This is an optimization exercise on Yosys and OpenROAD, whose aim is small area, a short achievable clock period and few clock cycles per item, not a production implementation. At most, simulation tests tie the RTL to the original design; equivalence was not proved.

// FFT_Top
module FFT_Top(iRSTn,
               iCLK,
               iStart_INT,
               iCLR,
               iWR_EN,
               iWR_ADDR,
               iWR_DATA,
               oREADY,
               oEN,
               oDATA_re,
               oDATA_im);
Size: about 75 I/O pins, roughly 95000 um2 of cells after synthesis.
==> flow/config.mk <==
export PLATFORM = sky130hd
export DESIGN_NAME = FFT_Top
export DESIGN_NICKNAME = FFT_Top
export VERILOG_FILES = /design/flow/design.v
export SDC_FILE = /design/flow/constraint.sdc
export NUM_CORES = 4
export LEC_CHECK = 0
export CAP_MARGIN = 20
export CORE_MARGIN = 2
export CORE_UTILIZATION = 40
export CTS_BUF_LIST = sky130_fd_sc_hd__clkbuf_4 sky130_fd_sc_hd__clkbuf_8 sky130_fd_sc_hd__clkbuf_16
export CTS_CLUSTER_SIZE = 25
export PLACE_DENSITY = 0.6
export SLEW_MARGIN = 20
==> flow/constraint.sdc <==
create_clock -name core_clock -period 10.0 [get_ports {iCLK}]
set_input_delay 2.0000 -clock core_clock [delete_from_list [all_inputs] [get_ports {iCLK}]]
set_output_delay 2.0000 -clock core_clock [all_outputs]
set_load 0.01 [all_outputs]
standard.sh (not shown) runs the stock make flow with config.mk's settings and CLKGATE_MAP_FILE= SYNTH_SCRIPT=/design/flow/synth_recipe.tcl, a recipe that flattens the netlist after the stock synthesis.
==> flow/flow/run.sh <==
#!/bin/bash
set -euo pipefail
bash standard.sh SETUP_SLACK_MARGIN=6.5 TNS_END_PERCENT=100 finish > orfs_make.log 2>&1
The first run ran to the end with no violations.
Then changed:
--- a/flow/config.mk
+++ b/flow/config.mk
@@ -10,4 +10,2 @@
 export CORE_UTILIZATION = 40
-export CTS_BUF_LIST = sky130_fd_sc_hd__clkbuf_4 sky130_fd_sc_hd__clkbuf_8 sky130_fd_sc_hd__clkbuf_16
-export CTS_CLUSTER_SIZE = 25
 export PLACE_DENSITY = 0.6
The changed run completed with no timing, DRC or antenna violations; die area stays the same; cell count is unchanged; area after synthesis stays the same; count of clock-buffer cells in the layout is unchanged; wire length is about the same; setup slack gains 0.0064 ns; sequential share of layout area hardly moves; cell area hardly moves; worst hold slack stays flat.
No functional check of the RTL was part of any run of this note.

== build 12 ==
Another version of the RTL of FFT_Top (not shown whole).
For scale: roughly 8700 cells after synthesis, ~2000 flip-flops.
==> flow/config.mk <==
export PLATFORM = sky130hd
export DESIGN_NAME = FFT_Top
export DESIGN_NICKNAME = FFT_Top
export VERILOG_FILES = /design/flow/design.v
export SDC_FILE = /design/flow/constraint.sdc
export NUM_CORES = 4
export LEC_CHECK = 0
export CAP_MARGIN = 20
export CORE_MARGIN = 2
export CORE_UTILIZATION = 40
export PLACE_DENSITY = 0.6
export SLEW_MARGIN = 20
==> flow/constraint.sdc <==
create_clock -name core_clock -period 10.0 [get_ports {iCLK}]
set_input_delay 2.0000 -clock core_clock [delete_from_list [all_inputs] [get_ports {iCLK}]]
set_output_delay 2.0000 -clock core_clock [all_outputs]
set_load 0.01 [all_outputs]
==> flow/flow/run.sh <==
#!/bin/bash
set -euo pipefail
bash standard.sh SETUP_SLACK_MARGIN=6.8 TNS_END_PERCENT=100 finish > orfs_make.log 2>&1
Testbench counts of build 12, summed over its fixed seeds: cycles 3,360, items 192.
Changes in build 57 relative to build 12:
Settings: CTS_CLUSTER_SIZE newly set to 20; CTS_CLUSTER_DIAMETER newly set to 140.
==> flow/flow/run.sh <==
#!/bin/bash
set -euo pipefail
bash standard.sh SETUP_SLACK_MARGIN=6.4 TNS_END_PERCENT=100 finish > orfs_make.log 2>&1
[summary]
- Compared with build 12, build 57 shows number of antenna repair diodes lower by 5.
- Compared with build 12, build 57 shows fraction of met2 tracks used by global routing lower by 1.2 points.
- For build 57, the worst setup path endpoint was U_S3.yr[26], unlike build 12, where it was U_S3.yr[28].
- Taking build 12 as the reference, in build 57 critical path depth rose by 2; final cell area excluding filler cells fell by about 8%; amount of wire on met3 after detailed routing fell by about 8%; clock network area share fell by 3.6 points.
- Reported for build 57 and build 12, synthesized area turned out identical to the last digit.
- Build 12 → build 57: number of resized instances in the post-cts repair step shrank by 407; total of clock buffers placed in the layout shrank by about 46%; number of multi-input logic gates held steady.
The inputs of build 71 differ from those of build 57 as listed below.
Settings: a change of PLACE_DENSITY from 0.6 to 0.7; a change of CORE_UTILIZATION from 40 to 50.
==> flow/flow/run.sh <==
#!/bin/bash
set -euo pipefail
bash standard.sh SETUP_SLACK_MARGIN=6.5 TNS_END_PERCENT=100 finish > orfs_make.log 2>&1
Results
- Build 71: no failed stages, no open violations at the end
- Die area down 20% in build 71 wrt build 57
- Max via count across build 71 and build 57: build 71
- Required time of the worst setup path: build 57 vs build 71 — no meaningful difference
Relative to build 71, the following input files were edited for build 72:
Settings: PLACE_DENSITY changed from 0.7 to 0.6; CORE_UTILIZATION changed from 50 to 40.
==> flow/flow/run.sh <==
#!/bin/bash
set -euo pipefail
bash standard.sh SETUP_SLACK_MARGIN=6.6 TNS_END_PERCENT=100 finish > orfs_make.log 2>&1
Findings:
Build 72 ran to completion and came out clean on the timing, DRC and antenna checks. Of build 71 and build 72, the run reporting the lower first-pass GRT wire length was build 71. Re met2 track demand over resource in global routing: build 71 was higher than build 72. Cmp build 72 vs build 71: non-clock buffer count higher in build 72. Delta (build 72 minus build 71): share of the cycle needed by the critical path after routing fell by 0.20 points, routed wire length rose by about 1.3%. Going from build 71 to build 72, sequential share of cell area shrinks by 0.55 points. Via count in build 72 vs build 71: down 1.1%.

== run 1 ==
Starting RTL as in the previous note.
==> flow/config.mk <==
export PLATFORM = sky130hd
export DESIGN_NAME = FFT_Top
export DESIGN_NICKNAME = FFT_Top
export VERILOG_FILES = /design/flow/design.v
export SDC_FILE = /design/flow/constraint.sdc
export NUM_CORES = 4
export LEC_CHECK = 0
export CAP_MARGIN = 20
export CORE_MARGIN = 2
export CORE_UTILIZATION = 40
export CTS_CLUSTER_DIAMETER = 180
export CTS_CLUSTER_SIZE = 28
export PLACE_DENSITY = 0.6
export SLEW_MARGIN = 20
==> flow/constraint.sdc <==
create_clock -name core_clock -period 10.0 [get_ports {iCLK}]
set_input_delay 2.0000 -clock core_clock [delete_from_list [all_inputs] [get_ports {iCLK}]]
set_output_delay 2.0000 -clock core_clock [all_outputs]
set_load 0.01 [all_outputs]
==> flow/flow/run.sh <==
#!/bin/bash
set -euo pipefail
bash standard.sh SETUP_SLACK_MARGIN=6.5 TNS_END_PERCENT=100 finish > orfs_make.log 2>&1
Testbench counts of run 1, summed over its fixed seeds: cycles 3,360, items 192.
## Diff of input files: run 2 against run 1
Settings: CTS_CLUSTER_SIZE removed (was 28); CTS_CLUSTER_DIAMETER removed (was 180).
==> flow/flow/run.sh <==
#!/bin/bash
set -euo pipefail
bash standard.sh SETUP_SLACK_MARGIN=6.2 TNS_END_PERCENT=100 finish > orfs_make.log 2>&1
### Flow results
Run 2 reached the final stage; the timing, DRC and antenna checks on its layout passed. Run 1 ended up with U_S3.sr[48] as its launch point of the worst path; run 2 ended up with U_S2.yr[16]. Looking at first-pass GRT wire length across both flows, run 2 is the weaker of the two, with run 1 ahead. Run 2 has less setup slack than run 1. Against run 1, worst hold margin in run 2 came out worse. Compared with run 1, run 2 ends up with more cell area.
What run 3 does differently from run 2 at the input level:
==> flow/flow/run.sh <==
#!/bin/bash
set -euo pipefail
bash standard.sh SETUP_SLACK_MARGIN=6.5 TNS_END_PERCENT=100 finish > orfs_make.log 2>&1
==> run notes <==
Met1 routed wirelength after detailed routing: run 2 and run 3 compared, higher one is run 2
Between run 2 and run 3, overall via count from detail_route is lower for run 2, run 3 comes in above that.
Comparing the two runs side by side, run 3 comes out ahead of run 2 on final period demand of the worst path.
Run 3 vs run 2, highest metal layer with signal wires: met5 vs met4
Run 3 ended with more number of ordinary and repair buffers in the finished layout than run 2.
Run 2 → run 3: fraction of the cycle the final worst path needs dropped 2.4 points, met1 track utilization from global routing comparable, cell area after synthesis neither gained nor lost much.
> inputs changed (run 3 -> run 4)
Settings: putting CTS_CLUSTER_DIAMETER at 160 where nothing was set; putting CTS_CLUSTER_SIZE at 24 where nothing was set.
### Flow results
- The clock tree buffer count of the final layout of run 4 is lower than that of run 3.
- Status: register-to-register slack parity (run 3, run 4)
- Run 4 against run 3: violation count after the first detailed-routing iteration now sits lower, clock network latency to the later pin of the worst-skew pair dropped 0.07 ns, aggregate routed wire length moved down.
--- input diff run 4..run 5 ---
Settings: CTS_CLUSTER_DIAMETER changed from 160 to 140; CTS_CLUSTER_SIZE changed from 24 to 20.
## What came out
In the tables for run 5 and run 4, proportion of cell area occupied by multi-input gates reads higher with run 4. The wire length was comparable across run 5 and run 4. U_S3.yr[21] as the capturing element of the worst setup path was reported by run 5, and U_S3.yr[20] by run 4. Looking at design area, run 5 sits about 0.33% higher than run 4 does. On starting DRC count in detailed routing: run 5 sits below run 4. On global-route wire length before repair, run 5 and run 4 are neck and neck. Between run 5 and run 4, the core utilization does not differ in any meaningful way. Fraction of final layout cells with drive strength greater than 1: run 4 vs run 5 — no meaningful difference. Between run 5 and run 4, the difference in post-route non-filler standard cell count is negligible.

## afterwards: timing with drivers on the ports
Ports are ideal in the flow. The routed layouts listed here were re-timed in OpenROAD.
Step 1 (the two cells are an assumption about what drives the block):
set clk [get_ports {iCLK}]
set_driving_cell -lib_cell sky130_fd_sc_hd__clkbuf_16 $clk
set_driving_cell -lib_cell sky130_fd_sc_hd__buf_2 [delete_from_list [all_inputs] $clk]
Step 2 moves the port delays by t, midway between the first and last clock arrival at a register: inputs arrive t later, outputs are due t later. That takes back most of the time a late clock gives input paths.
Three values: ideal ports, drivers, drivers and shift; two values: the first two.
run | t, ns | setup slack, ns | worst setup path at the end
the first run of note 1 | 0.936 | 6.393 / 6.374 / 5.837 | input to register
the second run of note 1 | 0.935 | 6.400 / 6.367 / 5.852 | input to register
build 12 | 0.923 | 6.348 / 6.348 / 5.946 | input to register
build 57 | 0.859 | 6.298 / 6.298 / 5.710 | input to register
build 71 | 0.873 | 6.407 / 6.407 / 5.759 | input to register
build 72 | 0.860 | 6.427 / 6.380 / 5.839 | input to register
run 1 | 0.834 | 6.446 / 6.446 / 5.842 | input to register
run 2 | 0.911 | 6.210 / 6.188 / 5.554 | input to register
run 3 | 0.895 | 6.453 / 6.422 / 5.761 | input to register
run 4 | 0.844 | 6.467 / 6.467 / 5.839 | input to register
run 5 | 0.844 | 6.492 / 6.468 / 5.785 | input to register
After both steps setup and hold are still met in every run listed. For run 5, which loses most, drivers alone change the setup slack by -0.024 ns; drivers and shift together by -0.707 ns.
